What follows belongs to an exercise in optimizing a design on an open flow for small area and a short achievable clock period; a production flow would make more cautious choices.
In this exercise RTL edits were held to simulation tests only and were not proved equivalent to the original.
No activity file was given, so power comes from the tool's default toggle rates.

**flow/run.sh**
```bash
#!/bin/bash
# The standard flow (standard.sh), with one change: the buffers that the
# placement step puts on every input and output port are buf_1 cells
# instead of the cell buffer_ports picks by default.
set -euo pipefail
bash standard.sh synth > synth.log 2>&1
bash standard.sh "BUFFER_PORTS_ARGS=-buffer_cell sky130_fd_sc_hd__buf_1" finish > layout.log 2>&1
```
**standard.sh**
```bash
#!/bin/bash
# synth_recipe.tcl (not shown) runs the flow's synth.tcl, then flattens the netlist and writes it again
# the make line also repeats each setting of config.mk as NAME=value (left out here)
make -C /OpenROAD-flow-scripts/flow DESIGN_CONFIG=/design/flow/config.mk WORK_HOME=/design/flow/orfs CLKGATE_MAP_FILE= SYNTH_SCRIPT=/design/flow/synth_recipe.tcl "${@:-finish}"
```
**config.mk**
```make
export PLATFORM = sky130hd
export DESIGN_NAME = CPU
export DESIGN_NICKNAME = CPU
export VERILOG_FILES = /design/flow/design.v
export SDC_FILE = /design/flow/constraint.sdc
export NUM_CORES = 4
export LEC_CHECK = 0
export CAP_MARGIN = 20
export CORE_MARGIN = 2
export CORE_UTILIZATION = 55
export CTS_CLUSTER_DIAMETER = 80
export CTS_CLUSTER_SIZE = 20
export SETUP_SLACK_MARGIN = 1.5
export SLEW_MARGIN = 20
```
**constraint.sdc**
```tcl
create_clock -name core_clock -period 3.8 [get_ports {clock}]
set_input_delay 0.7600 -clock core_clock [delete_from_list [all_inputs] [get_ports {clock}]]
set_output_delay 0.7600 -clock core_clock [all_outputs]
set_load 0.01 [all_outputs]
```
**design.v**
```verilog
`timescale 1ns / 1ps
module CPU(
input [15:0]i_datain,
input [15:0]d_datain,
input clock,
input reset,
input enable,
input start,
output [7:0]i_addr,
output [7:0]d_addr,
output [15:0]d_dataout,
output d_we
);
reg        state;           
wire       run = state;
reg  [7:0] pc;
reg  [4:0] id_op;           
reg  [10:0] id_f;           
reg  [7:0] id_sa, id_sb;    
reg  [4:0] ex_op;           
reg  [2:0] ex_rd;
reg  [15:0] ex_g, ex_t;    
reg        ex_cin;
reg        ex_lo_lg, ex_hi_lg, ex_shl, ex_shr;    
reg  [7:0] ex_sd;           
reg  [15:0] m_c;
reg  [7:0] m_sd;
reg        m_we, m_take, m_wen, m_halt;    
reg        m_load;
reg  [2:0] m_rd;
reg  [15:0] w_c;
reg        w_wen, w_halt;                  
reg  [2:0] w_rd;
reg        zf, nf, cf;
reg  [15:0] gr [7:0];
integer k;
assign i_addr    = pc;
assign d_addr    = m_c[7:0];
assign d_we      = m_we;
assign d_dataout = {m_c[15:8], m_sd};
always @(posedge clock or negedge reset)
    if (!reset)
        state <= 1'b0;
    else if (state)
        state <= enable & ~w_halt;
    else
        state <= enable & start;
wire [4:0] f_op = i_datain[15:11];
wire f_user1 = (f_op == 5'b10000) || (f_op == 5'b01001) || (f_op == 5'b01011)
             || (f_op[4:3] == 2'b11);
wire f_store = (f_op == 5'b00011);
wire f_jump  = (f_op == 5'b11000);
reg  [7:0] gv;
wire [7:0] gvn = gv | ({8{w_wen}} & (8'd1 << w_rd));
wire [2:0] f_ia = f_user1 ? i_datain[10:8] : i_datain[6:4];
wire [2:0] f_ib = f_store ? i_datain[10:8] : i_datain[2:0];
always @(posedge clock or negedge reset)
    if (!reset) begin
        pc <= 8'd0;
        id_op <= 5'd0;
    end else if (run) begin
        pc <= m_take ? m_c[7:0] : pc + 8'd1;
        id_op <= f_op;
    end
always @(posedge clock)
    if (run) begin
        id_f <= i_datain[10:0];
        id_sa <= f_jump ? 8'd0 : (8'd1 << f_ia) & gvn;    
        id_sb <= (8'd1 << f_ib) & gvn;
    end
wire [7:0] selx = id_sa;
wire [7:0] sely = id_sb;
reg  [15:0] rx, ry;
always @(*) begin
    rx = 16'd0;
    ry = 16'd0;
    for (k = 0; k < 8; k = k + 1) begin
        rx = rx | (gr[k] & {16{selx[k]}});
        ry = ry | (gr[k] & {16{sely[k]}});
    end
end
wire [7:0]  imm8 = id_f[7:0];
wire d_jump  = (id_op == 5'b11000);
wire d_store = (id_op == 5'b00011);
wire d_shl   = (id_op[4:1] == 4'b0010);
wire d_val3  = (id_op[4:2] == 3'b001) || (id_op[4:1] == 4'b0001);   
wire d_imm   = (id_op == 5'b01001) || (id_op == 5'b01011) || (id_op[4:3] == 2'b11);
wire d_ldih  = (id_op == 5'b10000);
wire d_sub   = (id_op == 5'b01010) || (id_op == 5'b01011) || (id_op == 5'b10010)
             || (id_op == 5'b01100);
wire d_addc  = (id_op == 5'b10001);
wire d_logic = (id_op[4:2] == 3'b011);
wire d_shift = (id_op[4:2] == 3'b001);
wire d_subc  = (id_op == 5'b10010);
reg [15:0] d_a, d_b;
always @(*) begin
    for (k = 0; k < 16; k = k + 1)
        d_a[k] = d_shl ? rx[15-k] : rx[k];
    if (d_store) d_a[15:8] = 8'd0;
    if (d_shift)
        d_b = 16'd0;                         
    else if (d_val3)
        d_b = {(d_store ? ry[15:8] : 8'd0), 4'd0, id_f[3:0]};
    else if (d_imm)
        d_b = {8'd0, imm8};
    else if (d_ldih)
        d_b = {imm8, 8'd0};
    else
        d_b = ry;
    if (d_sub) d_b = ~d_b;
end
always @(posedge clock or negedge reset)
    if (!reset)
        ex_op <= 5'd0;
    else if (run)
        ex_op <= id_op;
always @(posedge clock)
    if (run) begin
        ex_rd <= id_f[10:8];
        ex_g <= d_a & d_b;
        ex_t <= d_a | d_b;
        ex_cin <= d_addc ? cf : d_subc ? ~cf : d_sub;
        ex_lo_lg  <= d_logic | d_jump;
        ex_hi_lg  <= d_logic | d_store;
        ex_shl <= d_shl;
        ex_shr <= d_shift & ~d_shl;
        ex_sd <= d_store ? ry[7:0] : d_shift ? {4'd1 << id_f[3:2], 4'd1 << id_f[1:0]}
               : {7'd0, d_addc & cf & (&ry)};
    end
wire [15:0] g = ex_g;
wire [15:0] t = ex_t;
reg  [15:0] gg, gt, tg, tt;
integer lv, j;
always @(*) begin
    gg = g;
    gt = t;
    for (lv = 0; lv < 4; lv = lv + 1) begin
        tg = gg;
        tt = gt;
        for (j = 0; j < 16; j = j + 1)
            if (j >= (1 << lv)) begin
                gg[j] = tg[j] | (tt[j] & tg[j - (1 << lv)]);
                gt[j] = tt[j] & tt[j - (1 << lv)];
            end
    end
end
wire [15:0] c    = {gg[14:0], 1'b0} | ({gt[14:0], 1'b1} & {16{ex_cin}});
wire [15:0] sum  = (t ^ c) ^ g;
wire        cout = gg[15] | (gt[15] & ex_cin);
wire        z = &(~((t ^ g) ^ {t[14:0], ex_cin}));
wire l_and = (ex_op[1:0] != 2'b11);        
wire l_xor = (ex_op[1:0] != 2'b01);        
wire [15:0] lg = (g & {16{l_and}}) | (t & ~g & {16{l_xor}});
wire [3:0]  am_lo = ex_sd[3:0];
wire [3:0]  am_hi = ex_sd[7:4];
wire        fill = (ex_op == 5'b00111) & t[15];    
wire [31:0] sh0 = {{16{fill}}, t};
wire [27:0] sh1 = (sh0[27:0] & {28{am_lo[0]}}) | (sh0[28:1] & {28{am_lo[1]}})
                | (sh0[29:2] & {28{am_lo[2]}}) | (sh0[30:3] & {28{am_lo[3]}});
wire [15:0] y   = (sh1[15:0] & {16{am_hi[0]}}) | (sh1[19:4] & {16{am_hi[1]}})
                | (sh1[23:8] & {16{am_hi[2]}}) | (sh1[27:12] & {16{am_hi[3]}});
reg  [15:0] yr;
always @(*)
    for (k = 0; k < 16; k = k + 1)
        yr[k] = y[15-k];
wire e_store = (ex_op == 5'b00011);
wire ex_lo_sum = ~(ex_lo_lg | ex_shl | ex_shr);
wire ex_hi_sum = ~(ex_hi_lg | ex_shl | ex_shr);
wire [7:0] res_lo = (lg[7:0] & {8{ex_lo_lg}}) | (yr[7:0] & {8{ex_shl}})
                  | (y[7:0] & {8{ex_shr}}) | (sum[7:0] & {8{ex_lo_sum}});
wire [7:0] res_hi = (lg[15:8] & {8{ex_hi_lg}}) | (yr[15:8] & {8{ex_shl}})
                  | (y[15:8] & {8{ex_shr}}) | (sum[15:8] & {8{ex_hi_sum}});
wire e_zn = (ex_op == 5'b01000) || (ex_op == 5'b01001) || (ex_op == 5'b10001)
          || (ex_op == 5'b01010) || (ex_op == 5'b01011) || (ex_op == 5'b10010)
          || (ex_op == 5'b01100);
wire e_c  = (ex_op == 5'b01000) || (ex_op == 5'b01001) || (ex_op == 5'b10001);
wire kill = ex_sd[0];    
reg cond;
always @(*)
    case (ex_op[2:1])
        2'b00: cond = 1'b1;
        2'b01: cond = zf;
        2'b10: cond = nf;
        2'b11: cond = cf;
    endcase
wire e_take = (ex_op[4:3] == 2'b11) && ((ex_op[2:1] == 2'b00) || (cond ^ ex_op[0]));
wire e_wen = (ex_op == 5'b00010) || (ex_op == 5'b10000) || (ex_op == 5'b01000)
          || (ex_op == 5'b01001) || (ex_op == 5'b10001) || (ex_op == 5'b01010)
          || (ex_op == 5'b01011) || (ex_op == 5'b10010) || (ex_op == 5'b01101)
          || (ex_op == 5'b01110) || (ex_op == 5'b01111) || (ex_op[4:2] == 3'b001);
always @(posedge clock or negedge reset)
    if (!reset) begin
        zf <= 1'b0; nf <= 1'b0; cf <= 1'b0;
        m_we <= 1'b0; m_take <= 1'b0; m_wen <= 1'b0; m_halt <= 1'b0;
    end else if (run) begin
        if (e_zn) begin
            zf <= z;
            nf <= sum[15];
        end
        if (e_c)
            cf <= cout & ~kill;
        m_we <= e_store;
        m_take <= e_take;
        m_wen <= e_wen;
        m_halt <= (ex_op == 5'b00001);
    end
always @(posedge clock)
    if (run) begin
        m_c <= {res_hi, res_lo};
        m_sd <= ex_sd;
        m_load <= (ex_op == 5'b00010);
        m_rd <= ex_rd;
    end
always @(posedge clock or negedge reset)
    if (!reset) begin
        w_wen <= 1'b0; w_halt <= 1'b0;
    end else if (run) begin
        w_wen <= m_wen;
        w_halt <= m_halt;
    end
always @(posedge clock)
    if (run) begin
        w_c <= m_load ? d_datain : m_c;
        w_rd <= m_rd;
    end
always @(posedge clock or negedge reset)
    if (!reset)
        gv <= 8'd0;
    else if (run & w_wen)
        gv[w_rd] <= 1'b1;
always @(posedge clock)
    if (run & w_wen)
        gr[w_rd] <= w_c;
endmodule
```
==> summary.md, run 1 <==
| Metric | Value |
|---|---|
| Critical Path RT | `4.04 ns` |
| Pin count of the biggest net entering global routing | `73` |
| Max Clk Rate | `between 400 and 500 MHz` |
| Initial core utilization | `0.557` |
| N_diodes | `0` |
| Fraction of layout cells with a size suffix above 1 | `0.159` |
| Post-synthesis cell type count | `68` |
| Pre-CTS setup slack | `1.14 ns` |
| Final setup fails | `0` |
| Number of antenna violations at the first check in global routing | `0` |
| Crit-path max FO | `15` |
| Hold-fix buffer count after cts | `0` |
| DRC viols | `0` |
| Largest stage delay, worst path | `0.44 ns` |
| Setup crit start kind | `register` |
| Slack of the critical path | `1.52 ns` |
| DRT Wirelength | `43,200 um` |
| Vias in the first global route | `~10,000` |
| CTS HTree Levels | `1` |
| Slew at the pin closest to its max-slew limit | `just over 1 ns` |
| FF+latch area | `8420 um2` |
| Worst path arrival time | `2.52 ns` |
| Die Wd | `166 um` |
| Design area | `16,600 um2` |
| Core Area | `25,800 um2` |
| Clk sinks | `286` |
| Placed Cells | `1,532` |
| Clock Root Buffer | `clkbuf_16` |
| Core Rows | `59` |
| GPL Wtd Cong | `0.937` |
| Crit path kind | `reg -> reg` |
| Syn Inst Count | `1,223` |
| WP depth | `6` |
| CP endpoint kind | `register` |
| Yosys warnings | `1` |
| Syn Nets | `1,283` |
| Crit path top cell by count | `nor4_2` |
| Cell Area, Synth | `14,400 um2` |
| Area grow syn2layout | `15.3%` |
| TritonRoute pass-1 iters | `6` |
| Clock slew at reported path FFs | `0.09 ns` |
| Mean Syn Cell Area | `11.8 um2` |
| LEAKAGE | `5.77 nW` |
| Cell with the most instances after synthesis | `edfxtp_1` |
| Final Net Count | `1,386` |
| Power, Total | `between 8 and 9 mW` |
| Top post-synthesis cells by area | `edfxtp_1 52%, a22oi_1 9.0%, dfrtp_1 6.3%` |
| PD cells | `~530 nW/um2` |
| Sequential area share after synthesis | `0.585` |
| Worst path cell trace | `buf_12 -> nor4_2 -> nor4_2 -> a221o_1 -> a221oi_1 -> o21ai_0` |
| Buffers on Ports | `68` |
| Max-slew violation total from the final report | `0` |
| RSZ-0062 raised after global routing | `yes` |
| Worst hold path class | `in -> async` |
| Max cap viols | `0` |
| Delay-heaviest family, CP | `compound AO/OA/AOI/OAI gates` |
| Setup TNS | `0 ns` |
| Io pins | `69` |
| Via/cell ratio | `6.70` |
| Hold WS | `0.353 ns` |
| Slew headroom | `0.316` |
| Via count | `11,200` |
| DIE AREA | `27,500 um2` |
| EDFF count, synth | `250` |
| Area of the multi-input gates | `roughly 5700 um2` |
| Routed WL per cell | `25.8 um` |
| Synth top area share | `0.522` |
| Dominant cell type by area after synthesis | `edfxtp_1` |
| Run status | `complete, no violations` |
| Reg2reg path depth | `6` |
| Hpwl dp | `27,800 um` |
| Ys async rst share | `0.126` |
| TritonCTS clock tree | `yes` |
| Dominant synthesized flop cell | `edfxtp_1` |
| CP max-delay cell | `edfxtp_1` |
| Non-Filler Instances | `1,674` |
| Final core occ | `0.642` |
| Crit path time final | `between 2 and 2.5 ns` |
| #FFs+latches synth | `between 200 and 300` |
| CTS Buffer Depth | `3` |
| Antenna-violating nets left | `0` |
| Final Hold Fails | `0` |
| Fill count | `2,006` |
| Final period util | `0.599` |
| Die Y | `166 um` |
| Global route overflow | `0` |
| Clk latency of the worst-skew pair | `0.54 ns` |
| Placed Instance Area | `14,800 um2` |
| All-Layer GR Usage | `0.306` |
| Most frequent cells after synthesis | `250 x edfxtp_1, 173 x a22oi_1, 97 x nand2_1, 85 x clkbuf_1, 60 x o21ai_0` |
| Worst Skew | `0.0274 ns` |
| Total CTS buffers | `19` |
| Peak VDD IR | `between 300 and 400 uV` |
| WP buf/inv | `1` |
| Drt initial violations | `1,604` |
| First-pass GRT wire length | `64,100 um` |
==> logic make-up (layout without fill, tap and decap cells) <==
logic type | count (synthesis) | in the layout | synth area share
AO/OA/AOI/OAI | 402 | 402 | 0.195
XOR/XNOR | 61 | 61 | 0.0371
adder cells (fa/ha/maj) | 24 | 24 | 0.0209
buffers and inverters | 126 | 242 | 0.0339
flip-flops | 286 | 286 | 0.585
multiplexers | 40 | 40 | 0.0304
AND/OR/NAND/NOR | 284 | 284 | 0.0980
==> timing repair <==
item,in CTS,in global routing
setup buffers,52,56
setup endpoints to repair,84,47
pin swaps,3,10
resized for setup,10,28
hold endpoints to repair,0,0
==> layer usage <==
layer,track usage,up-vias,part of all wire
met4,0.0669,0,0.022
met2,0.458,746,0.44
met3,0.0724,79,0.12
met1,0.459,5393,0.41
met5,0,-,0
li1,-,4990,-
==> power by group <==
group	switching (mW)	leakage [nW]	internal, mW
clock network	1.10	0.282	1.03
logic	1.26	2.77	0.974
registers	0.500	2.72	3.84
total	2.87	5.77	5.84
==> final timing paths <==
| path | start | endpoint | slack, ns |
|---|---|---|---|
| max | ex_sd[0] | m_c[8] | 1.52 |
| min | reset | pc[2] | 0.35 |
| max reg2reg | ex_sd[0] | m_c[8] | 1.52 |
| min reg2reg | m_rd[1] | w_rd[1] | 0.41 |
| max in group asynchronous | reset | state | 2.77 |
| min in group core_clock | i_datain[7] | id_f[7] | 0.41 |
==> layout by cell type (no fill, tap or decap), types with 14 or more instances in the layout <==
cell type	n
edfxtp_1	250
a22oi_1	171
nand2_1	96
buf_4	92
buf_1	67
o21ai_0	58
a21oi_1	52
nor2_1	48
xnor2_1	36
nand4_1	31
mux2_2	30
inv_1	28
dfrtp_1	28
ha_1	24
xor2_1	23
clkbuf_16	19
nor3_1	18
buf_12	18
a21o_1	14
nand3_1	14
==> area by class of cell <==
class,instances,share of cell area
sequential,286,0.508
multi-input combinational,811,0.345
timing repair buffer,179,0.0795
clock buffer,29,0.0309
tap,335,0.0253
inverter,29,0.00664
clock inverter,5,0.00453
==> registers in the layout (all words and copies together), names as in the netlist, 3 cells and up <==
register,count
ex_op,5
pc,8
m_rd,3
ex_g,16
ex_sd,8
m_c,16
id_sa,8
ex_t,16
ex_rd,3
w_c,16
gr,128
id_op,5
gv,8
m_sd,8
id_f,11
w_rd,3
id_sb,8
==> inputs of run 2 (changes only) <==
--- a/config.mk
+++ b/config.mk
@@ -7,8 +7,9 @@
 export LEC_CHECK = 0
 export CAP_MARGIN = 20
 export CORE_MARGIN = 2
-export CORE_UTILIZATION = 55
+export CORE_UTILIZATION = 40
 export CTS_CLUSTER_DIAMETER = 80
 export CTS_CLUSTER_SIZE = 20
+export PLACE_DENSITY = 0.8
 export SETUP_SLACK_MARGIN = 1.5
 export SLEW_MARGIN = 20
==> run 2 against run 1 <==
Cell count grew 6.8%. Clock-buffer cell count is the same. Synthesized area unchanged. First-iteration DRC count rose by 25%. Sequential power about the same. Critical path depth unchanged. Combinational power is 2% lower. Utilization shrank 17 points.
==> summary.md, run 2 <==
| Metric | Value |
|---|---|
| Run status | `complete, no violations (unchanged)` |
| Max-slew violation total from the final report | `0 (unchanged)` |
| CTS HTree Levels | `1 (unchanged)` |
| Worst reg2reg endpoint | `nf (was m_c[8])` |
| PD cells | `523 nW/um2 (was 525 nW/um2)` |
| Largest register FFs | `128 (unchanged)` |
| LEAKAGE | `5.71 nW (was 5.77 nW)` |
| Final period util | `0.606 (was 0.599)` |
| Total CTS buffers | `19 (unchanged)` |
| Dominant cell type by area after synthesis | `edfxtp_1 (unchanged)` |
| EDFF count, synth | `250 (unchanged)` |
| TritonCTS clock tree | `yes (unchanged)` |
| Most common cell after layout, fill and taps aside | `edfxtp_1 (unchanged)` |
| Clock Root Buffer | `clkbuf_16 (unchanged)` |
| Power, Total | `8.69 mW (was 8.71 mW)` |
| DRT Wirelength | `44,200 um (was 43,200 um)` |
| First-pass GRT wire length | `65,500 um (was 64,100 um)` |
| TritonRoute pass-1 iters | `7 (was 6)` |
| Buffers on Ports | `68 (unchanged)` |
| Antenna-violating nets left | `0 (unchanged)` |
| Critical Path RT | `4.21 ns (was 4.04 ns)` |
| Vias in the first global route | `11,000 (was 10,300)` |
| Number of antenna violations at the first check in global routing | `0 (unchanged)` |
| Routed WL per cell | `24.7 um (was 25.8 um)` |
| Hold WS | `0.357 ns (was 0.353 ns)` |
| Io pins | `69 (unchanged)` |
| Die Wd | `194 um (was 166 um)` |
| Final Net Count | `1,374 (was 1,386)` |
| Crit path time final | `2.30 ns (was 2.28 ns)` |
| All-Layer GR Usage | `0.222 (was 0.306)` |
| CTS Buffer Depth | `3 (unchanged)` |
| Pin count of the biggest net entering global routing | `66 (was 73)` |
| Die Y | `194 um (was 166 um)` |
| Clk latency of the worst-skew pair | `0.53 ns (was 0.54 ns)` |
| Global route overflow | `0 (unchanged)` |
| Clock slew at reported path FFs | `0.09 ns (about the same)` |
| N_diodes | `0 (unchanged)` |
| Syn Inst Count | `1,223 (unchanged)` |
| Cell Area, Synth | `14,400 um2 (unchanged)` |
| Via count | `11,700 (was 11,200)` |
| CP endpoint kind | `register (unchanged)` |
| M2 GR Usage | `0.359 (was 0.458)` |
| Top post-synthesis cells by area | `edfxtp_1 52%, a22oi_1 9.0%, dfrtp_1 6.3% (unchanged)` |
| Reg2reg path depth | `6 (unchanged)` |
| Delay-heaviest family, CP | `compound AO/OA/AOI/OAI gates (unchanged)` |
| WP buf/inv | `0 (was 1)` |
| Crit path kind | `reg -> reg (unchanged)` |
| Most frequent cells in the layout | `250 x edfxtp_1, 171 x a22oi_1, 95 x nand2_1 (was 250 x edfxtp_1, 171 x a22oi_1, 96 x nand2_1)` |
| Worst setup path start | `ex_g[1] (was ex_sd[0])` |
| Worst Skew | `0.0195 ns (was 0.0274 ns)` |
| Setup crit start kind | `register (unchanged)` |
| Clk sinks | `286 (unchanged)` |
| Peak VDD IR | `446 uV (was 390 uV)` |
| RSZ-0062 raised after global routing | `yes (unchanged)` |
| Setup TNS | `0 ns (unchanged)` |
| Slew at the pin closest to its max-slew limit | `0.993 ns (was 1.03 ns)` |
| Synth top area share | `0.522 (unchanged)` |
| Ys async rst share | `0.126 (unchanged)` |
| Core Area | `35,500 um2 (was 25,800 um2)` |
| Final Hold Fails | `0 (unchanged)` |
| Initial core utilization | `0.405 (was 0.557)` |
| DIE AREA | `37,500 um2 (was 27,500 um2)` |
| Worst path cell trace | `a211oi_2 -> o2111a_2 -> o211a_1 -> o2111ai_1 -> and3_1 -> o31a_1 (was buf_12 -> nor4_2 -> nor4_2 -> a221o_1 -> a221oi_1 -> o21ai_0)` |
| Largest stage delay, worst path | `0.51 ns (was 0.44 ns)` |
| Max Clk Rate | `434 MHz (was 439 MHz)` |
| Syn Nets | `1,283 (unchanged)` |
| Worst r2r src | `ex_g[1] (was ex_sd[0])` |
| Crit-path max FO | `6 (was 15)` |
| #FFs+latches synth | `286 (unchanged)` |
| Post-synthesis cell type count | `68 (unchanged)` |
| Global route hottest layer | `met2 (was met1)` |
| DRC viols | `0 (unchanged)` |
| Biggest register | `gr (unchanged)` |
| Hpwl dp | `28,200 um (was 27,800 um)` |
| Fraction of layout cells with a size suffix above 1 | `0.150 (was 0.159)` |
| Via/cell ratio | `6.54 (was 6.70)` |
| R2R setup slack | `1.50 ns (was 1.52 ns)` |
| GPL Wtd Cong | `0.944 (was 0.937)` |
| Most frequent cells after synthesis | `250 x edfxtp_1, 173 x a22oi_1, 97 x nand2_1, 85 x clkbuf_1, 60 x o21ai_0 (unchanged)` |
| Slew headroom | `0.338 (was 0.316)` |
| Final setup fails | `0 (unchanged)` |
| Worst path arrival time | `2.71 ns (was 2.52 ns)` |
| Met1 Use GR | `0.299 (was 0.459)` |
| Worst hold path class | `in -> async (unchanged)` |
| Mean Syn Cell Area | `11.8 um2 (unchanged)` |
| Core Rows | `69 (was 59)` |
| Dominant synthesized flop cell | `edfxtp_1 (unchanged)` |
| Max cap viols | `0 (unchanged)` |
| Cell with the most instances after synthesis | `edfxtp_1 (unchanged)` |
| Yosys warnings | `1 (unchanged)` |
| Sequential area share after synthesis | `0.585 (unchanged)` |
| Grt met3 use | `0.0449 (was 0.0724)` |
| Drt initial violations | `2,007 (was 1,604)` |
| CP max-delay cell | `edfxtp_1 (unchanged)` |
| Area grow syn2layout | `15.6% (was 15.3%)` |
| Hold-fix buffer count after cts | `0 (unchanged)` |
## run 2: cell counts after synthesis
Identical to the previous run, type by type.
## run 2: layout make-up
type                       count  area (um2)
timing repair buffer         167        1210
multi-input combinational    811        5720
clock buffer                  29         513
sequential                   286        8420
clock inverter                 5        77.6
inverter                      29         110
fill                        3035       18900
tap                          461         577
## run 2: cell families after synthesis
kind of cell	Yosys count	synth area share
AOI/OAI and AO/OA	402	0.195
DFF	286	0.585
and+or+nand+nor	284	0.0980
buffers and inverters	126	0.0339
xor gates and xnor gates	61	0.0371
muxes	40	0.0304
adders and majority gates	24	0.0209
## run 2: what timing repair did
action | CTS | global route
resized for setup | 8 | 31
buffers inserted | 51 | 46
pin swaps | 3 | 3
setup endpoints to repair | 83 | 58
## run 2: through the flow
stage          cells  cell area [um2]  worst slack, ns   util
3_5_place_dp    1657            15000             1.18  0.421
3_3_place_gp    1657            15000             1.25  0.421
5_1_grt         1788            16600             1.45  0.469
4_1_cts         1742            16100             1.50  0.454
2_1_floorplan   1223            14500             1.09      -
6_report        1788            16600             1.50  0.469
## run 2: report_power, final
group | internal, mW | leakage [nW] | switching [mW]
Clock | 1.03 | 0.284 | 1.10
Sequential | 3.84 | 2.72 | 0.535
Combinational | 0.922 | 2.70 | 1.27
## run 2: metal layers
| layer | vias up | part of all wire |
|---|---|---|
| met3 | 171 | 0.12 |
| met4 | 0 | 0.042 |
| li1 | 4961 | - |
| met1 | 5618 | 0.37 |
| met5 | - | 0 |
| met2 | 945 | 0.46 |
## run 2: worst max path at each step
stage	to	slack (ns)	depth (start not counted)
after detailed placement	m_c[5]	1.18	6
after CTS	m_c[12]	1.50	6
after floorplan	gr[0][0]	1.09	4
after global placement	m_c[5]	1.25	6
final	nf	1.50	6
after global routing	m_c[13]	1.45	6
==> inputs of run 3 (changes only) <==
--- a/config.mk
+++ b/config.mk
@@ -10,6 +10,6 @@
 export CORE_UTILIZATION = 40
 export CTS_CLUSTER_DIAMETER = 80
 export CTS_CLUSTER_SIZE = 20
-export PLACE_DENSITY = 0.8
 export SETUP_SLACK_MARGIN = 1.5
 export SLEW_MARGIN = 20
+export TNS_END_PERCENT = 5
==> run 3 against run 2 <==
Clock-buffer cell count stayed put. Critical path depth is the same. Clock skew is 0.0030 ns lower. Cell count fell by 3.2%. Total power fell by 2.1%. Worst hold slack better by 0.0054 ns. Via count is 7.3% lower. Synthesized cell count did not move. Synthesized area stayed put. Critical path type unchanged. Largest cell class unchanged.
==> summary.md, run 3 <==
| Metric | Value |
|---|---|
| Worst hold path class | `in -> async (unchanged)` |
| Io pins | `69 (unchanged)` |
| Number of antenna violations at the first check in global routing | `1 (was 0)` |
| CTS Buffer Depth | `3 (unchanged)` |
| Sequential area share after synthesis | `0.585 (unchanged)` |
| Final Hold Fails | `0 (unchanged)` |
| DRT Wirelength | `43,100 um (was 44,200 um)` |
| Crit-path max FO | `9 (was 6)` |
| Setup crit start kind | `register (unchanged)` |
| Fraction of layout cells with a size suffix above 1 | `0.106 (was 0.150)` |
| #FFs+latches synth | `286 (unchanged)` |
| Dominant synthesized flop cell | `edfxtp_1 (unchanged)` |
| Worst path arrival time | `2.59 ns (was 2.71 ns)` |
| Sw Ratio | `0.332 (was 0.334)` |
| Cell with the most instances after synthesis | `edfxtp_1 (unchanged)` |
| Crit path kind | `reg -> reg (unchanged)` |
| Combinational fraction of design power | `0.238 (was 0.252)` |
| Switch Pwr | `2.82 mW (was 2.90 mW)` |
| Syn Inst Count | `1,223 (unchanged)` |
| Pin count of the biggest net entering global routing | `62 (was 66)` |
| TritonCTS clock tree | `yes (unchanged)` |
| Synth top area share | `0.522 (unchanged)` |
| All-Layer GR Usage | `0.224 (was 0.222)` |
| Final period util | `0.616 (was 0.606)` |
| Most common cell after layout, fill and taps aside | `edfxtp_1 (unchanged)` |
| Slew headroom | `0.268 (was 0.338)` |
| Most frequent cells in the layout | `250 x edfxtp_1, 172 x a22oi_1, 96 x nand2_1 (was 250 x edfxtp_1, 171 x a22oi_1, 95 x nand2_1)` |
| First-pass GRT wire length | `64,200 um (was 65,500 um)` |
| Initial core utilization | `0.405 (unchanged)` |
| Via count | `10,800 (was 11,700)` |
| Slew at the pin closest to its max-slew limit | `1.10 ns (was 0.993 ns)` |
| Peak VDD IR | `307 uV (was 446 uV)` |
| Final core occ | `0.453 (was 0.469)` |
| Sequential power share | `0.518 (was 0.503)` |
| Clk sinks | `286 (unchanged)` |
| DIE AREA | `37,500 um2 (unchanged)` |
| Via/cell ratio | `6.27 (was 6.54)` |
| Worst Skew | `0.0165 ns (was 0.0195 ns)` |
| Clock slew at reported path FFs | `0.08 ns (was 0.09 ns)` |
| Dominant cell type by area after synthesis | `edfxtp_1 (unchanged)` |
| TritonRoute pass-1 iters | `8 (was 7)` |
| DRC viols | `0 (unchanged)` |
| Syn Nets | `1,283 (unchanged)` |
| Cell Area, Synth | `14,400 um2 (unchanged)` |
| Antenna-violating nets left | `0 (unchanged)` |
| Mean Syn Cell Area | `11.8 um2 (unchanged)` |
| Global route overflow | `0 (unchanged)` |
| Top post-synthesis cells by area | `edfxtp_1 52%, a22oi_1 9.0%, dfrtp_1 6.3% (unchanged)` |
| PD cells | `530 nW/um2 (was 523 nW/um2)` |
| Core Rows | `69 (unchanged)` |
| CP endpoint kind | `register (unchanged)` |
| Final setup fails | `0 (unchanged)` |
| Most frequent cells after synthesis | `250 x edfxtp_1, 173 x a22oi_1, 97 x nand2_1, 85 x clkbuf_1, 60 x o21ai_0 (unchanged)` |
| RSZ-0062 raised after global routing | `yes (unchanged)` |
| Total CTS buffers | `19 (unchanged)` |
| Die Wd | `194 um (unchanged)` |
| Hpwl dp | `28,700 um (was 28,200 um)` |
| Area grow syn2layout | `11.7% (was 15.6%)` |
| N_diodes | `0 (unchanged)` |
| Setup TNS | `0 ns (unchanged)` |
| GPL Wtd Cong | `0.913 (was 0.944)` |
| Yosys warnings | `1 (unchanged)` |
| Max cap viols | `0 (unchanged)` |
| Drt initial violations | `1,443 (was 2,007)` |
| Critical Path RT | `4.06 ns (was 4.21 ns)` |
| Run status | `complete, no violations (unchanged)` |
| Largest register FFs | `128 (unchanged)` |
| Final Net Count | `1,317 (was 1,374)` |
| LEAKAGE | `5.41 nW (was 5.71 nW)` |
| Die Y | `194 um (unchanged)` |
| EDFF count, synth | `250 (unchanged)` |
| Clock Root Buffer | `clkbuf_16 (unchanged)` |
| Core Area | `35,500 um2 (unchanged)` |
| Vias in the first global route | `10,300 (was 11,000)` |
| Max-slew violation total from the final report | `0 (unchanged)` |
| Biggest register | `gr (unchanged)` |
| Clk pwr share | `0.244 (was 0.245)` |
| Post-synthesis cell type count | `68 (unchanged)` |
| Max Clk Rate | `428 MHz (was 434 MHz)` |
| Routed WL per cell | `24.9 um (was 24.7 um)` |
| Ys async rst share | `0.126 (unchanged)` |
| Hold-fix buffer count after cts | `0 (unchanged)` |
| Buffers on Ports | `68 (unchanged)` |
| CTS HTree Levels | `1 (unchanged)` |
| Internal power | `5.69 mW (was 5.79 mW)` |
| Clk latency of the worst-skew pair | `0.52 ns (was 0.53 ns)` |
| Crit path time final | `2.34 ns (was 2.30 ns)` |
-- run 3: cell counts after synthesis --
Identical to the previous run, type by type.
-- run 3: path summary, 6_finish.rpt --
check | from | end | depth (start not counted) | slack [ns]
max | ex_t[12] | m_c[12] | 6 | 1.46
min | reset | pc[6] | 1 | 0.36
max reg2reg | ex_t[12] | m_c[12] | 6 | 1.46
min reg2reg | id_f[10] | ex_rd[2] | 0 | 0.43
max in group asynchronous | reset | state | 1 | 2.77
min in group core_clock | i_datain[7] | id_f[7] | 1 | 0.40
-- run 3: cell type report --
type / instances / area [um2]
fillers: 3220 / 19400
flip-flops and latches: 286 / 8420
multi-input cells: 812 / 5640
repair buffers: 109 / 731
well taps: 461 / 577
clock buffers: 29 / 536
inverters: 29 / 113
clock inverters: 5 / 51.3
-- run 3: critical path, cell delays in order, from the launching register on --
cell and delay [ns]:
edfxtp_1 0.61, xnor2_1 0.39, nor3_1 0.07, o21ai_0 0.30
o21ai_0 0.18, a221oi_1 0.37, o21ai_0 0.15
-- run 3: cell families after synthesis --
kind of cell	after synthesis	synth area share
AO/OA/AOI/OAI	402	0.195
flip-flops	286	0.585
AND/OR/NAND/NOR	284	0.0980
buffers and inverters	126	0.0339
XOR/XNOR	61	0.0371
multiplexers	40	0.0304
adder cells (fa/ha/maj)	24	0.0209
-- run 3: power groups by stage --
| stage | clock network, mW | registers, mW | logic (mW) |
|---|---|---|---|
| after floorplan | 0 | 4.15 | 1.51 |
| after global placement | 0 | 4.51 | 1.80 |
| after detailed placement | 0 | 4.51 | 1.81 |
| after CTS | 2.12 | 4.41 | 1.91 |
| after global routing | 2.23 | 4.46 | 2.22 |
| final | 2.07 | 4.41 | 2.02 |
-- run 3: what timing repair did --
item                                    4_1_cts  5_1_grt
hold endpoints to repair                      0        0
gates resized for setup                       4       16
buffers inserted                             21       15
gates cloned                                  0        1
pin swaps                                     2        4
endpoints found under the setup margin       82       77
-- run 3: stage by stage --
stage          cells  total power, mW  cell area (um2)  worst slack (ns)  hold WS (ns)
5_1_grt         1731             8.91            16100              1.37         0.418
4_1_cts         1715             8.44            15800              1.39         0.391
3_3_place_gp    1660             6.31            15000              1.18         0.403
6_report        1731             8.51            16100              1.46         0.363
2_1_floorplan   1223             5.66            14500              1.09         0.400
3_5_place_dp    1660             6.32            15000              1.12         0.409
-- run 3: layer usage --
layer | GRT usage | wire (um) | part of all wire | vias to the layer above
li1 | - | - | - | 4835
met1 | 0.316 | 18000 | 0.42 | 5285
met2 | 0.338 | 18900 | 0.44 | 619
met3 | 0.0461 | 4440 | 0.10 | 105
met4 | 0.0922 | 1730 | 0.040 | 2
met5 | 0 | 13 | 0.00030 | -
==> inputs of run 4 (changes only) <==
--- a/config.mk
+++ b/config.mk
@@ -12,4 +12,3 @@
 export CTS_CLUSTER_SIZE = 20
 export SETUP_SLACK_MARGIN = 1.5
 export SLEW_MARGIN = 20
-export TNS_END_PERCENT = 5
==> run 4 against run 3 <==
Die area unchanged. Flip-flop and latch count unchanged. Largest cell class unchanged. Sequential share of layout area fell by 1.3 points. Clock-buffer cell count fell by 1. Non-clock buffer count rose by 48. Worst hold slack worse by 0.00050 ns. Critical path type unchanged. Cell count increased by 2.7%. Clock skew is essentially flat. Largest power group unchanged.
==> summary.md, run 4 <==
| Metric | Value |
|---|---|
| Run status | `complete, no violations (unchanged)` |
| Non-Filler Instances | `1,778 (was 1,731)` |
| M2 GR Usage | `0.345 (was 0.338)` |
| LEAKAGE | `5.64 nW (was 5.41 nW)` |
| DIE AREA | `37,500 um2 (unchanged)` |
| Max-slew violation total from the final report | `0 (unchanged)` |
| DRT Wirelength | `43,400 um (was 43,100 um)` |
| Clock slew at reported path FFs | `0.09 ns (was 0.08 ns)` |
| Final Net Count | `1,364 (was 1,317)` |
| Worst path cell trace | `buf_6 -> a22o_1 -> a221o_1 -> a221o_1 -> a221o_1 -> a21o_1 (was xnor2_1 -> nor3_1 -> o21ai_0 -> o21ai_0 -> a221oi_1 -> o21ai_0)` |
| Pin count of the biggest net entering global routing | `60 (was 62)` |
| Via count | `11,100 (was 10,800)` |
| Crit path time final | `2.30 ns (was 2.34 ns)` |
| Placed Cells | `1,661 (was 1,660)` |
| Vias in the first global route | `10,400 (was 10,300)` |
| Core Rows | `69 (unchanged)` |
| Crit-path max FO | `5 (was 9)` |
| Hold WS | `0.362 ns (was 0.363 ns)` |
| Clock Root Buffer | `clkbuf_16 (unchanged)` |
| CTS Buffer Depth | `3 (unchanged)` |
| CP endpoint kind | `register (unchanged)` |
| Die Wd | `194 um (unchanged)` |
| Initial core utilization | `0.405 (unchanged)` |
| #FFs+latches synth | `286 (unchanged)` |
| Post-synthesis cell type count | `68 (unchanged)` |
| Met1 Use GR | `0.324 (was 0.316)` |
| Top post-synthesis cells by area | `edfxtp_1 52%, a22oi_1 9.0%, dfrtp_1 6.3% (unchanged)` |
| Worst Skew | `0.0166 ns (was 0.0165 ns)` |
| Fill count | `3,151 (was 3,220)` |
| Slew headroom | `0.348 (was 0.268)` |
| Cell with the most instances after synthesis | `edfxtp_1 (unchanged)` |
| GPL Wtd Cong | `0.906 (was 0.913)` |
| TritonRoute pass-1 iters | `7 (was 8)` |
| Crit path top cell by count | `a221o_1 (was o21ai_0)` |
| First-pass GRT wire length | `64,500 um (was 64,200 um)` |
| Fraction of layout cells with a size suffix above 1 | `0.144 (was 0.106)` |
| TritonCTS clock tree | `yes (unchanged)` |
| All-Layer GR Usage | `0.225 (was 0.224)` |
| Total CTS buffers | `19 (unchanged)` |
| Hpwl dp | `28,600 um (was 28,700 um)` |
| Global route hottest layer | `met2 (unchanged)` |
| Crit path kind | `reg -> reg (unchanged)` |
| Io pins | `69 (unchanged)` |
| Setup crit start kind | `register (unchanged)` |
| Worst hold path class | `in -> async (unchanged)` |
| Biggest register | `gr (unchanged)` |
| Cell Area, Synth | `14,400 um2 (unchanged)` |
| Area grow syn2layout | `14.5% (was 11.7%)` |
| Most frequent cells after synthesis | `250 x edfxtp_1, 173 x a22oi_1, 97 x nand2_1, 85 x clkbuf_1, 60 x o21ai_0 (unchanged)` |
| Synth top area share | `0.522 (unchanged)` |
| EDFF count, synth | `250 (unchanged)` |
| Via/cell ratio | `6.22 (was 6.27)` |
| Grt met3 use | `0.0433 (was 0.0461)` |
| Mean Syn Cell Area | `11.8 um2 (unchanged)` |
| Peak VDD IR | `346 uV (was 307 uV)` |
| CTS HTree Levels | `1 (unchanged)` |
| Ys async rst share | `0.126 (unchanged)` |
| Die Y | `194 um (unchanged)` |
| Final Hold Fails | `0 (unchanged)` |
| CP max-delay cell | `edfxtp_1 (unchanged)` |
| N_diodes | `0 (unchanged)` |
| Number of antenna violations at the first check in global routing | `0 (was 1)` |
| Most frequent cells in the layout | `250 x edfxtp_1, 172 x a22oi_1, 95 x nand2_1 (was 250 x edfxtp_1, 172 x a22oi_1, 96 x nand2_1)` |
| Global route overflow | `0 (unchanged)` |
| Routed WL per cell | `24.4 um (was 24.9 um)` |
| Largest stage delay, worst path | `0.57 ns (was 0.61 ns)` |
| Pre-CTS setup slack | `1.14 ns (was 1.12 ns)` |
| Largest register FFs | `128 (unchanged)` |
| Dominant cell type by area after synthesis | `edfxtp_1 (unchanged)` |
| Drt initial violations | `1,279 (was 1,443)` |
| Max Clk Rate | `434 MHz (was 428 MHz)` |
| Slew at the pin closest to its max-slew limit | `0.978 ns (was 1.10 ns)` |
| Clk latency of the worst-skew pair | `0.53 ns (was 0.52 ns)` |
| Dominant synthesized flop cell | `edfxtp_1 (unchanged)` |
| DRC viols | `0 (unchanged)` |
| Sequential area share after synthesis | `0.585 (unchanged)` |
| Final period util | `0.606 (was 0.616)` |
| Most common cell after layout, fill and taps aside | `edfxtp_1 (unchanged)` |
| Yosys warnings | `1 (unchanged)` |
| Setup TNS | `0 ns (unchanged)` |
| RSZ-0062 raised after global routing | `yes (unchanged)` |
| Syn Nets | `1,283 (unchanged)` |
| Worst path arrival time | `2.59 ns (about the same)` |
| Buffers on Ports | `68 (unchanged)` |
| Hold-fix buffer count after cts | `0 (unchanged)` |
| PD cells | `518 nW/um2 (was 530 nW/um2)` |
| Syn Inst Count | `1,223 (unchanged)` |
| Clk sinks | `286 (unchanged)` |
| Final setup fails | `0 (unchanged)` |
| Antenna-violating nets left | `0 (unchanged)` |
| Core Area | `35,500 um2 (unchanged)` |
| Max cap viols | `0 (unchanged)` |
| Slack of the critical path | `1.50 ns (was 1.46 ns)` |
| Critical Path RT | `4.08 ns (was 4.06 ns)` |
[run 4: path summary, 6_finish.rpt]
check	start	to	slack (ns)	depth (start not counted)
worst max register to register	ex_t[15]	m_c[9]	1.50	6
worst max-delay path	ex_t[15]	m_c[9]	1.50	6
max in group asynchronous	reset	state	2.75	1
min in group core_clock	i_datain[7]	id_f[7]	0.41	1
worst min-delay path	reset	id_op[0]	0.36	1
worst min register to register	m_rd[0]	w_rd[0]	0.42	0
[run 4: cell families (layout without fill, tap and decap cells)]
kind of cell	Yosys count	in the layout	share of synthesized area
buf+inv	126	220	0.0339
xor+xnor	61	61	0.0371
fa+ha+maj	24	24	0.0209
compound gates	402	402	0.195
mux	40	40	0.0304
flops	286	286	0.585
simple gates	284	284	0.0980
[run 4: layout make-up]
| type | count | area, um2 | share of cell area |
|---|---|---|---|
| Sequential cell | 286 | 8420 | 0.511 |
| Tap cell | 461 | 577 | 0.0350 |
| Clock buffer | 28 | 509 | 0.0309 |
| Multi-Input combinational cell | 811 | 5700 | 0.346 |
| Timing Repair Buffer | 157 | 1090 | 0.0665 |
| Clock inverter | 6 | 56.3 | 0.00342 |
| Inverter | 29 | 110 | 0.00669 |
[run 4: critical path, delay by kind of cell, from the launching register on]
| kind | cells | cell delay, ns |
|---|---|---|
| compound gates | 5 | 1.28 |
| flops | 1 | 0.57 |
| buf+inv | 1 | 0.20 |
[run 4: timing repair]
| item | CTS | global route |
|---|---|---|
| pin swaps | 2 | 6 |
| resized for setup | 10 | 27 |
| endpoints found under the setup margin | 71 | 59 |
| buffers inserted | 46 | 37 |
| cloned | 0 | 0 |
[run 4: layer usage]
metal | vias to the layer above | wire (um)
met1 | 5359 | 18200
met3 | 91 | 4590
met5 | - | 0
met4 | 0 | 1340
li1 | 4940 | -
met2 | 661 | 19200
[run 4: through the flow]
| step | util | power [mW] | area (um2) |
|---|---|---|---|
| floorplan | - | 5.66 | 14500 |
| global placement | 0.422 | 6.29 | 15000 |
| detailed placement | 0.422 | 6.30 | 15000 |
| CTS | 0.453 | 8.44 | 16100 |
| global route | 0.464 | 8.94 | 16500 |
| finish | 0.464 | 8.52 | 16500 |
[run 4: power breakdown]
| group | switching [mW] | internal [mW] |
|---|---|---|
| Sequential | 0.527 | 3.84 |
| Clock | 1.09 | 0.960 |
| Combinational | 1.21 | 0.901 |
| Total | 2.82 | 5.70 |
==> inputs of run 5 (changes only) <==
--- a/config.mk
+++ b/config.mk
@@ -10,5 +10,6 @@
 export CORE_UTILIZATION = 40
 export CTS_CLUSTER_DIAMETER = 80
 export CTS_CLUSTER_SIZE = 20
+export GPL_TIMING_DRIVEN = 0
 export SETUP_SLACK_MARGIN = 1.5
 export SLEW_MARGIN = 20
==> run 5 against run 4 <==
Clock power grew 3%. Cell count increased by 3.2%. Sequential share of layout area fell by 1.8 points. Still clean on timing, DRC and antenna. Clock skew increased by 0.019 ns. Critical path type unchanged. Worst hold slack lost 0.15 ns. Sequential power fell by 5.0%. Clock-buffer cell count is 1 higher.
==> summary.md, run 5 <==
| Metric | Value |
|---|---|
| Max cap viols | `0 (unchanged)` |
| Final Net Count | `1,421 (was 1,364)` |
| Core Area | `35,500 um2 (unchanged)` |
| Crit path top cell by count | `nand2_1 (was a221o_1)` |
| Synth Area in Simple Gates | `0.0980 (unchanged)` |
| Run status | `complete, no violations (unchanged)` |
| Cell with the most instances after synthesis | `edfxtp_1 (unchanged)` |
| Routed WL per cell | `24.2 um (was 24.4 um)` |
| Sequential area share after synthesis | `0.585 (unchanged)` |
| Via/cell ratio | `6.17 (was 6.22)` |
| CP endpoint kind | `register (unchanged)` |
| PD cells | `516 nW/um2 (was 518 nW/um2)` |
| XOR/XNOR share of the synthesized area | `0.0371 (unchanged)` |
| Die Wd | `194 um (unchanged)` |
| All-Layer GR Usage | `0.232 (was 0.225)` |
| Final Hold Fails | `0 (unchanged)` |
| Dominant cell type by area after synthesis | `edfxtp_1 (unchanged)` |
| LEAKAGE | `5.85 nW (was 5.64 nW)` |
| Worst Skew | `0.0353 ns (was 0.0166 ns)` |
| Clk latency of the worst-skew pair | `0.53 ns (about the same)` |
| Hpwl dp | `30,900 um (was 28,600 um)` |
| Final setup fails | `0 (unchanged)` |
| DIE AREA | `37,500 um2 (unchanged)` |
| DRT Wirelength | `44,400 um (was 43,400 um)` |
| Total CTS buffers | `19 (unchanged)` |
| Pin count of the biggest net entering global routing | `57 (was 60)` |
| #FFs+latches synth | `286 (unchanged)` |
| Clock slew at reported path FFs | `0.08 ns (was 0.09 ns)` |
| Worst hold path class | `in -> async (unchanged)` |
| N_diodes | `0 (unchanged)` |
| Final core occ | `0.481 (was 0.464)` |
| Fill count | `3,178 (was 3,151)` |
| Hold WS | `0.210 ns (was 0.362 ns)` |
| Worst path arrival time | `2.66 ns (was 2.59 ns)` |
| Via count | `11,300 (was 11,100)` |
| Worst path cell trace | `buf_8 -> clkbuf_16 -> a22oi_2 -> nand2_1 -> a222oi_1 -> nand2_1 -> o2bb2ai_2 -> a221o_1 (was buf_6 -> a22o_1 -> a221o_1 -> a221o_1 -> a221o_1 -> a21o_1)` |
| Initial core utilization | `0.405 (unchanged)` |
| Setup crit end | `m_c[13] (was m_c[9])` |
| Slew at the pin closest to its max-slew limit | `0.871 ns (was 0.978 ns)` |
| CTS HTree Levels | `1 (unchanged)` |
| Non-Filler Instances | `1,835 (was 1,778)` |
| Drt initial violations | `1,428 (was 1,279)` |
| R2R setup slack | `1.38 ns (was 1.50 ns)` |
| Ys async rst share | `0.126 (unchanged)` |
| Fraction of layout cells with a size suffix above 1 | `0.178 (was 0.144)` |
| First-pass GRT wire length | `67,100 um (was 64,500 um)` |
| RSZ-0062 raised after global routing | `yes (unchanged)` |
| Max-slew violation total from the final report | `0 (unchanged)` |
| Area grow syn2layout | `18.6% (was 14.5%)` |
| Die Y | `194 um (unchanged)` |
| Synth top area share | `0.522 (unchanged)` |
| Max Clk Rate | `414 MHz (was 434 MHz)` |
| Most common cell after layout, fill and taps aside | `edfxtp_1 (unchanged)` |
| Global route overflow | `0 (unchanged)` |
| DRC viols | `0 (unchanged)` |
| Final period util | `0.636 (was 0.606)` |
| CTS Buffer Depth | `3 (unchanged)` |
| Slack of the critical path | `1.38 ns (was 1.50 ns)` |
| Post-synthesis cell type count | `68 (unchanged)` |
| Core Rows | `69 (unchanged)` |
| Area of the multi-input gates | `5930 um2 (was 5700 um2)` |
| Io pins | `69 (unchanged)` |
| GPL Wtd Cong | `0.897 (was 0.906)` |
| Buffers on Ports | `68 (unchanged)` |
| Post-Synth Adder-Cell Area | `0.0209 (unchanged)` |
| TritonRoute pass-1 iters | `6 (was 7)` |
| Most frequent cells in the layout | `250 x edfxtp_1, 161 x a22oi_1, 95 x nand2_1 (was 250 x edfxtp_1, 172 x a22oi_1, 95 x nand2_1)` |
| Largest register FFs | `128 (unchanged)` |
| Worst r2r src | `ex_sd[2] (was ex_t[15])` |
| Setup crit start kind | `register (unchanged)` |
| Design area | `17,100 um2 (was 16,500 um2)` |
| Syn Nets | `1,283 (unchanged)` |
| Synth Area in Compound Gates | `0.195 (unchanged)` |
| Crit path time final | `2.42 ns (was 2.30 ns)` |
| EDFF count, synth | `250 (unchanged)` |
| Largest family of logic cells by synthesized area | `compound AO/OA/AOI/OAI gates (unchanged)` |
| Placed Cells | `1,755 (was 1,661)` |
| CP max-delay cell | `a222oi_1 (was edfxtp_1)` |
| Yosys warnings | `1 (unchanged)` |
| Setup TNS | `0 ns (unchanged)` |
| Number of antenna violations at the first check in global routing | `1 (was 0)` |
| Mean Syn Cell Area | `11.8 um2 (unchanged)` |
| Reg2reg path depth | `8 (was 6)` |
| Vias in the first global route | `10,800 (was 10,400)` |
| Most frequent cells after synthesis | `250 x edfxtp_1, 173 x a22oi_1, 97 x nand2_1, 85 x clkbuf_1, 60 x o21ai_0 (unchanged)` |
| Syn Inst Count | `1,223 (unchanged)` |
| Hold-fix buffer count after cts | `0 (unchanged)` |
| Clk sinks | `286 (unchanged)` |
| Top post-synthesis cells by area | `edfxtp_1 52%, a22oi_1 9.0%, dfrtp_1 6.3% (unchanged)` |
| Multiplexer share of the synthesized area | `0.0304 (unchanged)` |
| Largest stage delay, worst path | `0.44 ns (was 0.57 ns)` |
| Placed Instance Area | `15,400 um2 (was 15,000 um2)` |
| Slew headroom | `0.420 (was 0.348)` |
| Biggest register | `gr (unchanged)` |
| Dominant synthesized flop cell | `edfxtp_1 (unchanged)` |
| Power, Total | `8.80 mW (was 8.52 mW)` |
| Critical Path RT | `4.04 ns (was 4.08 ns)` |
| Worst setup path start | `ex_sd[2] (was ex_t[15])` |
| Pre-CTS setup slack | `0.929 ns (was 1.14 ns)` |
| TritonCTS clock tree | `yes (unchanged)` |
| Crit path kind | `reg -> reg (unchanged)` |
| Worst reg2reg endpoint | `m_c[13] (was m_c[9])` |
| Cell Area, Synth | `14,400 um2 (unchanged)` |
| Antenna-violating nets left | `0 (unchanged)` |
| FF+latch area | `8410 um2 (was 8420 um2)` |
| Clock Root Buffer | `clkbuf_16 (unchanged)` |
| Crit-path max FO | `10 (was 5)` |
| Peak VDD IR | `401 uV (was 346 uV)` |
-- run 5: cell counts after synthesis --
No cell type changed its count.
-- run 5: logic make-up (layout without fill, tap and decap cells) --
| group | after synthesis | after routing |
|---|---|---|
| compound gates | 402 | 402 |
| xor+xnor | 61 | 61 |
| fa+ha+maj | 24 | 24 |
| buf+inv | 126 | 277 |
| flops | 286 | 286 |
| mux | 40 | 40 |
| simple gates | 284 | 284 |
-- run 5: how the worst min path moves through the flow --
stage             from       end  slack, ns  depth (start not counted)
6_report         reset     gv[1]       0.21                          1
5_1_grt          reset     gv[1]       0.22                          1
4_1_cts          reset     gv[1]       0.19                          1
3_5_place_dp   m_rd[1]   w_rd[1]       0.40                          0
3_3_place_gp   m_rd[0]   w_rd[0]       0.40                          0
2_1_floorplan  id_f[8]  ex_rd[0]       0.40                          0
-- run 5: layout make-up --
cell class	instances	area share
flip-flops and latches	286	0.493
multi-input cells	811	0.348
repair buffers	117	0.0466
plain buffers	97	0.0378
well taps	461	0.0338
clock buffers	29	0.0306
inverters	29	0.00645
clock inverters	5	0.00418
-- run 5: worst max-delay path, delay by kind of cell (launching register included) --
| kind | cells | cell delay (ns) |
|---|---|---|
| compound gates | 4 | 1.10 |
| flops | 1 | 0.43 |
| buf+inv | 2 | 0.33 |
| simple gates | 2 | 0.29 |
-- run 5: routing by layer --
layer,up-vias,part of all wire,track usage
li1,5062,-,-
met1,5560,0.43,0.345
met2,610,0.45,0.356
met3,98,0.092,0.0313
met4,0,0.029,0.0622
met5,-,0,0
-- run 5: where the power goes --
group	switching, mW	internal, mW	leakage (nW)
clock	1.06	1.05	0.288
combinational	1.56	0.997	2.84
sequential	0.309	3.83	2.73
total	2.93	5.87	5.85
-- run 5: timing repair --
action / 4_1_cts / 5_1_grt
buffers inserted: 29 / 16
resized for setup: 124 / 80
setup endpoints to repair: 171 / 90
pin swaps: 29 / 34
cloned: 1 / 0
==> inputs of run 6 (changes only) <==
==> config.mk (replaced) <==
export PLATFORM = sky130hd
export DESIGN_NAME = CPU
export DESIGN_NICKNAME = CPU
export VERILOG_FILES = /design/flow/design.v
export SDC_FILE = /design/flow/constraint.sdc
export NUM_CORES = 4
export LEC_CHECK = 0
export CAP_MARGIN = 10
export CORE_MARGIN = 2
export CORE_UTILIZATION = 40
export CTS_CLUSTER_DIAMETER = 80
export CTS_CLUSTER_SIZE = 20
export SETUP_SLACK_MARGIN = 1.5
export SLEW_MARGIN = 10
==> run 6 against run 5 <==
Clock skew is 0.019 ns lower. First-iteration DRC count is 10% lower. Total power is 3.2% lower. Synthesized cell count stayed put.
==> summary.md, run 6 <==
| Metric | Value |
|---|---|
| Run status | `complete, no violations (unchanged)` |
| Non-Filler Instances | `1,778 (was 1,835)` |
| DRT Wirelength | `43,400 um (was 44,400 um)` |
| Max Clk Rate | `434 MHz (was 414 MHz)` |
| Largest register FFs | `128 (unchanged)` |
| LEAKAGE | `5.64 nW (was 5.85 nW)` |
| Core Area | `35,500 um2 (unchanged)` |
| Syn Inst Count | `1,223 (unchanged)` |
| #FFs+latches synth | `286 (unchanged)` |
| Synth top area share | `0.522 (unchanged)` |
| Number of antenna violations at the first check in global routing | `0 (was 1)` |
| Max-slew violation total from the final report | `0 (unchanged)` |
| Placed Cells | `1,661 (was 1,755)` |
| Biggest register | `gr (unchanged)` |
| TritonRoute pass-1 iters | `7 (was 6)` |
| Final Hold Fails | `0 (unchanged)` |
| CTS HTree Levels | `1 (unchanged)` |
| Dominant synthesized flop cell | `edfxtp_1 (unchanged)` |
| Syn Nets | `1,283 (unchanged)` |
| Final period util | `0.606 (was 0.636)` |
| GPL Wtd Cong | `0.906 (was 0.897)` |
| Clk sinks | `286 (unchanged)` |
| Ys async rst share | `0.126 (unchanged)` |
| Initial core utilization | `0.405 (unchanged)` |
| Via/cell ratio | `6.22 (was 6.17)` |
| Clk latency of the worst-skew pair | `0.53 ns (about the same)` |
| PD cells | `518 nW/um2 (was 516 nW/um2)` |
| Pin count of the biggest net entering global routing | `60 (was 57)` |
| Final Net Count | `1,364 (was 1,421)` |
| Core Rows | `69 (unchanged)` |
| Max cap viols | `0 (unchanged)` |
| Most common cell after layout, fill and taps aside | `edfxtp_1 (unchanged)` |
| Buffers on Ports | `68 (unchanged)` |
| Critical Path RT | `4.08 ns (was 4.04 ns)` |
| Crit path time final | `2.30 ns (was 2.42 ns)` |
| Setup TNS | `0 ns (unchanged)` |
| Slew at the pin closest to its max-slew limit | `0.978 ns (was 0.871 ns)` |
| Most frequent cells in the layout | `250 x edfxtp_1, 172 x a22oi_1, 95 x nand2_1 (was 250 x edfxtp_1, 161 x a22oi_1, 95 x nand2_1)` |
| Die Wd | `194 um (unchanged)` |
| Global route overflow | `0 (unchanged)` |
| Area grow syn2layout | `14.5% (was 18.6%)` |
| Dominant cell type by area after synthesis | `edfxtp_1 (unchanged)` |
| Drt initial violations | `1,279 (was 1,428)` |
| Power, Total | `8.52 mW (was 8.80 mW)` |
| Top post-synthesis cells by area | `edfxtp_1 52%, a22oi_1 9.0%, dfrtp_1 6.3% (unchanged)` |
| RSZ-0062 raised after global routing | `yes (unchanged)` |
| All-Layer GR Usage | `0.225 (was 0.232)` |
| First-pass GRT wire length | `64,500 um (was 67,100 um)` |
| DIE AREA | `37,500 um2 (unchanged)` |
| CTS Buffer Depth | `3 (unchanged)` |
| Final setup fails | `0 (unchanged)` |
| Slack of the critical path | `1.50 ns (was 1.38 ns)` |
| EDFF count, synth | `250 (unchanged)` |
| Worst hold path class | `in -> async (unchanged)` |
| CP endpoint kind | `register (unchanged)` |
| Io pins | `69 (unchanged)` |
| Sequential area share after synthesis | `0.585 (unchanged)` |
| Yosys warnings | `1 (unchanged)` |
| Die Y | `194 um (unchanged)` |
| Most frequent cells after synthesis | `250 x edfxtp_1, 173 x a22oi_1, 97 x nand2_1, 85 x clkbuf_1, 60 x o21ai_0 (unchanged)` |
| Cell with the most instances after synthesis | `edfxtp_1 (unchanged)` |
| Mean Syn Cell Area | `11.8 um2 (unchanged)` |
| Hpwl dp | `28,600 um (was 30,900 um)` |
| Total CTS buffers | `19 (unchanged)` |
| Crit-path max FO | `5 (was 10)` |
| Crit path kind | `reg -> reg (unchanged)` |
| Antenna-violating nets left | `0 (unchanged)` |
| Slew headroom | `0.348 (was 0.420)` |
| Clock Root Buffer | `clkbuf_16 (unchanged)` |
| TritonCTS clock tree | `yes (unchanged)` |
| Clock slew at reported path FFs | `0.09 ns (was 0.08 ns)` |
| Pre-CTS setup slack | `1.14 ns (was 0.929 ns)` |
| Post-synthesis cell type count | `68 (unchanged)` |
| N_diodes | `0 (unchanged)` |
| Vias in the first global route | `10,400 (was 10,800)` |
| DRC viols | `0 (unchanged)` |
| Via count | `11,100 (was 11,300)` |
| Fraction of layout cells with a size suffix above 1 | `0.144 (was 0.178)` |
| Routed WL per cell | `24.4 um (was 24.2 um)` |
| Fill count | `3,151 (was 3,178)` |
| Worst Skew | `0.0166 ns (was 0.0353 ns)` |
| Cell Area, Synth | `14,400 um2 (unchanged)` |
| Worst path arrival time | `2.59 ns (was 2.66 ns)` |
| Setup crit start kind | `register (unchanged)` |
| Peak VDD IR | `346 uV (was 401 uV)` |
run 6: cell count changes in the layout (fill, tap and decap cells not counted), moves of 8 or more:
cell / change
buf_4: +30
clkbuf_2: -24
buf_2: -8
clkbuf_1: -32
a22oi_1: +11
a22oi_2: -11
run 6: metal layers:
layer | up-vias | wire [um] | global-route usage
li1 | 4940 | - | -
met1 | 5359 | 18200 | 0.324
met2 | 661 | 19200 | 0.345
met3 | 91 | 4590 | 0.0433
met4 | 0 | 1340 | 0.0687
met5 | - | 0 | 0
run 6: worst paths after layout:
kind / slack [ns] / cells past startpoint / end / startpoint
min: 0.36 / 1 / id_op[0] / reset
max reg2reg: 1.50 / 6 / m_c[9] / ex_t[15]
max in group asynchronous: 2.75 / 1 / state / reset
min in group core_clock: 0.41 / 1 / id_f[7] / i_datain[7]
min reg2reg: 0.42 / 0 / w_rd[0] / m_rd[0]
max: 1.50 / 6 / m_c[9] / ex_t[15]
run 6: cells by family (layout without fill, tap and decap cells):
| logic type | Yosys count | in the layout | synth area share |
|---|---|---|---|
| adders and majority gates | 24 | 24 | 0.0209 |
| and+or+nand+nor | 284 | 284 | 0.0980 |
| DFF | 286 | 286 | 0.585 |
| xor gates and xnor gates | 61 | 61 | 0.0371 |
| muxes | 40 | 40 | 0.0304 |
| AOI/OAI and AO/OA | 402 | 402 | 0.195 |
| buffers and inverters | 126 | 220 | 0.0339 |
run 6: area by class of cell:
cell class / count / area, um2 / share of cell area
clock buffer: 28 / 509 / 0.0309
sequential: 286 / 8420 / 0.511
inverter: 29 / 110 / 0.00669
clock inverter: 6 / 56.3 / 0.00342
multi-input combinational: 811 / 5700 / 0.346
timing repair buffer: 157 / 1090 / 0.0665
tap: 461 / 577 / 0.0350
run 6: where the power goes:
part,total [mW],internal [mW],switching [mW],leakage [nW]
Combinational,2.11,0.901,1.21,2.64
Sequential,4.36,3.84,0.527,2.72
Clock,2.05,0.960,1.09,0.275
Total,8.52,5.70,2.82,5.64
run 6: worst max-delay path, cell delays in order, from the launching register on:
cell and delay (ns):
edfxtp_1 0.57, buf_6 0.20, a22o_1 0.17, a221o_1 0.31, a221o_1 0.35, a221o_1 0.30, a21o_1 0.15
run 6: repair_timing:
action / in CTS / in global routing
gates resized for setup: 10 / 27
hold buffers: 0 / 0
pin swaps: 2 / 6
setup endpoints to repair: 71 / 59
setup buffers: 46 / 37
run 6: per-stage QoR:
step                      utilization  hold WS (ns)  instance area (um2)
after CTS                       0.453         0.385                16100
after global placement          0.422         0.404                15000
after global routing            0.464         0.408                16500
after floorplan                     -         0.400                14500
final                           0.464         0.362                16500
after detailed placement        0.422         0.405                15000
==> inputs of run 7 (changes only) <==
==> config.mk (replaced) <==
export PLATFORM = sky130hd
export DESIGN_NAME = CPU
export DESIGN_NICKNAME = CPU
export VERILOG_FILES = /design/flow/design.v
export SDC_FILE = /design/flow/constraint.sdc
export NUM_CORES = 4
export LEC_CHECK = 0
export CAP_MARGIN = 20
export CORE_MARGIN = 2
export CORE_UTILIZATION = 40
export CTS_CLUSTER_DIAMETER = 80
export CTS_CLUSTER_SIZE = 20
export SETUP_SLACK_MARGIN = 1.55
export SLEW_MARGIN = 20
==> run 7 against run 6 <==
Still clean on timing, DRC and antenna. Flip-flop and latch count stayed put. Clock skew about the same. Design area is 0.46% higher. Worst setup slack better by 0.0096 ns. Non-clock buffer count rose by 2. Synthesized cell count unchanged. Cell count up 0.17%. Register-to-register slack about the same. Die area did not move. Clock-buffer cell count did not move. Largest power group unchanged.
==> summary.md, run 7 <==
| Metric | Value |
|---|---|
| Number of antenna violations at the first check in global routing | `1 (was 0)` |
| #FFs+latches synth | `286 (unchanged)` |
| Final Net Count | `1,367 (was 1,364)` |
| EDFF count, synth | `250 (unchanged)` |
| Cell Area, Synth | `14,400 um2 (unchanged)` |
| TritonCTS clock tree | `yes (unchanged)` |
| Vias in the first global route | `10,600 (was 10,400)` |
| PD cells | `519 nW/um2 (was 518 nW/um2)` |
| CP max-delay cell | `edfxtp_1 (unchanged)` |
| Met2 WL | `19,500 um (was 19,200 um)` |
| Antenna-violating nets left | `0 (unchanged)` |
| Total CTS buffers | `19 (unchanged)` |
| Run status | `complete, no violations (unchanged)` |
| Die Y | `194 um (unchanged)` |
| Most frequent cells in the layout | `250 x edfxtp_1, 165 x a22oi_1, 95 x nand2_1 (was 250 x edfxtp_1, 172 x a22oi_1, 95 x nand2_1)` |
| Dominant synthesized flop cell | `edfxtp_1 (unchanged)` |
| Worst path arrival time | `2.58 ns (was 2.59 ns)` |
| Clk sinks | `286 (unchanged)` |
| Yosys warnings | `1 (unchanged)` |
| CTS HTree Levels | `1 (unchanged)` |
| Initial core utilization | `0.405 (unchanged)` |
| Area grow syn2layout | `15.0% (was 14.5%)` |
| Syn Nets | `1,283 (unchanged)` |
| Buffers on Ports | `68 (unchanged)` |
| Synth Area in Simple Gates | `0.0980 (unchanged)` |
| Cell with the most instances after synthesis | `edfxtp_1 (unchanged)` |
| Peak VDD IR | `333 uV (was 346 uV)` |
| Clk latency of the worst-skew pair | `0.53 ns (about the same)` |
| Clock slew at reported path FFs | `0.09 ns (about the same)` |
| All-Layer GR Usage | `0.228 (was 0.225)` |
| Post-synthesis cell type count | `68 (unchanged)` |
| Max-slew violation total from the final report | `0 (unchanged)` |
| DRC viols | `0 (unchanged)` |
| Critical Path RT | `4.09 ns (was 4.08 ns)` |
| XOR/XNOR share of the synthesized area | `0.0371 (unchanged)` |
| WL met3 | `4650 um (was 4590 um)` |
| CTS Buffer Depth | `3 (unchanged)` |
| N_diodes | `0 (unchanged)` |
| Crit-path max FO | `5 (unchanged)` |
| Hold-fix buffer count after cts | `0 (unchanged)` |
| WP depth | `6 (unchanged)` |
| DRT Wirelength | `44,100 um (was 43,400 um)` |
| Post-Synth Adder-Cell Area | `0.0209 (unchanged)` |
| Most frequent cells after synthesis | `250 x edfxtp_1, 173 x a22oi_1, 97 x nand2_1, 85 x clkbuf_1, 60 x o21ai_0 (unchanged)` |
| Crit path time final | `2.29 ns (was 2.30 ns)` |
| Largest stage delay, worst path | `0.56 ns (was 0.57 ns)` |
| Worst path cell trace | `buf_6 -> a22o_1 -> a221o_1 -> a221o_1 -> a221o_1 -> a21o_1 (unchanged)` |
| Design area | `16,500 um2 (about the same)` |
| Uppermost layer routed | `met5 (was met4)` |
-- run 7: cell types whose count changed in the layout (fill, tap and decap cells not counted), moves of 2 or more --
| cell | before | now |
|---|---|---|
| o21ai_1 | 7 | 9 |
| o21ai_0 | 56 | 54 |
| a221oi_2 | 3 | 5 |
| a22oi_2 | 1 | 8 |
| a221oi_1 | 6 | 4 |
| a22oi_1 | 172 | 165 |
-- run 7: cell families (layout without fill, tap and decap cells) --
group	Yosys count	in the layout
and+or+nand+nor	284	285
DFF	286	286
xor gates and xnor gates	61	61
buffers and inverters	126	222
muxes	40	40
AOI/OAI and AO/OA	402	402
adders and majority gates	24	24
-- run 7: worst register-to-register path, cell delays in order (launching register included) --
cell and delay, ns:
edfxtp_1 0.56, buf_6 0.20, a22o_1 0.18, a221o_1 0.32, a221o_1 0.35, a221o_1 0.30
a21o_1 0.15
-- run 7: repair_timing --
item	4_1_cts	5_1_grt
setup buffers	60	25
gates resized for setup	18	33
pin swaps	3	16
setup endpoints to repair	75	100
gates cloned	1	0
-- run 7: final cells by class --
| type | count | area (um2) |
|---|---|---|
| Fill cell | 3137 | 18900 |
| Sequential cell | 286 | 8420 |
| Clock buffer | 28 | 509 |
| Clock inverter | 6 | 56.3 |
| Multi-Input combinational cell | 812 | 5750 |
| Timing Repair Buffer | 159 | 1110 |
| Tap cell | 461 | 577 |
| Inverter | 29 | 110 |
-- run 7: worst min path at each step --
| stage | from | end | depth (start not counted) |
|---|---|---|---|
| floorplan | id_f[8] | ex_rd[0] | 0 |
| global placement | ex_rd[0] | m_rd[0] | 0 |
| detailed placement | m_rd[0] | w_rd[0] | 0 |
| CTS | reset | pc[6] | 1 |
| global route | i_datain[7] | id_f[7] | 1 |
| finish | reset | pc[6] | 1 |
-- run 7: layer usage --
layer | GRT usage | up-vias
met4 | 0.0721 | 2
met5 | 0 | -
li1 | - | 4955
met1 | 0.324 | 5377
met3 | 0.0470 | 104
met2 | 0.351 | 646
-- run 7: power breakdown --
group / internal, mW / switching, mW
clock: 0.960 / 1.09
combinational: 0.929 / 1.25
sequential: 3.84 / 0.528
total: 5.73 / 2.86
-- run 7: per-stage QoR --
step / setup slack (ns) / total power, mW / std cells
floorplan: 1.09 / 5.66 / 1223
CTS: 1.55 / 8.48 / 1756
global placement: 1.17 / 6.29 / 1661
finish: 1.51 / 8.59 / 1781
global route: 1.45 / 9.00 / 1781
detailed placement: 1.14 / 6.30 / 1661

Re-timed with assumed drivers on the ports (clkbuf_16 on the clock, buf_2 on other inputs), run 7 has 1.507 ns of setup slack against 1.507 ns with ideal ports, and 1.207 ns once port delays also move by the mid clock arrival of 0.576 ns.
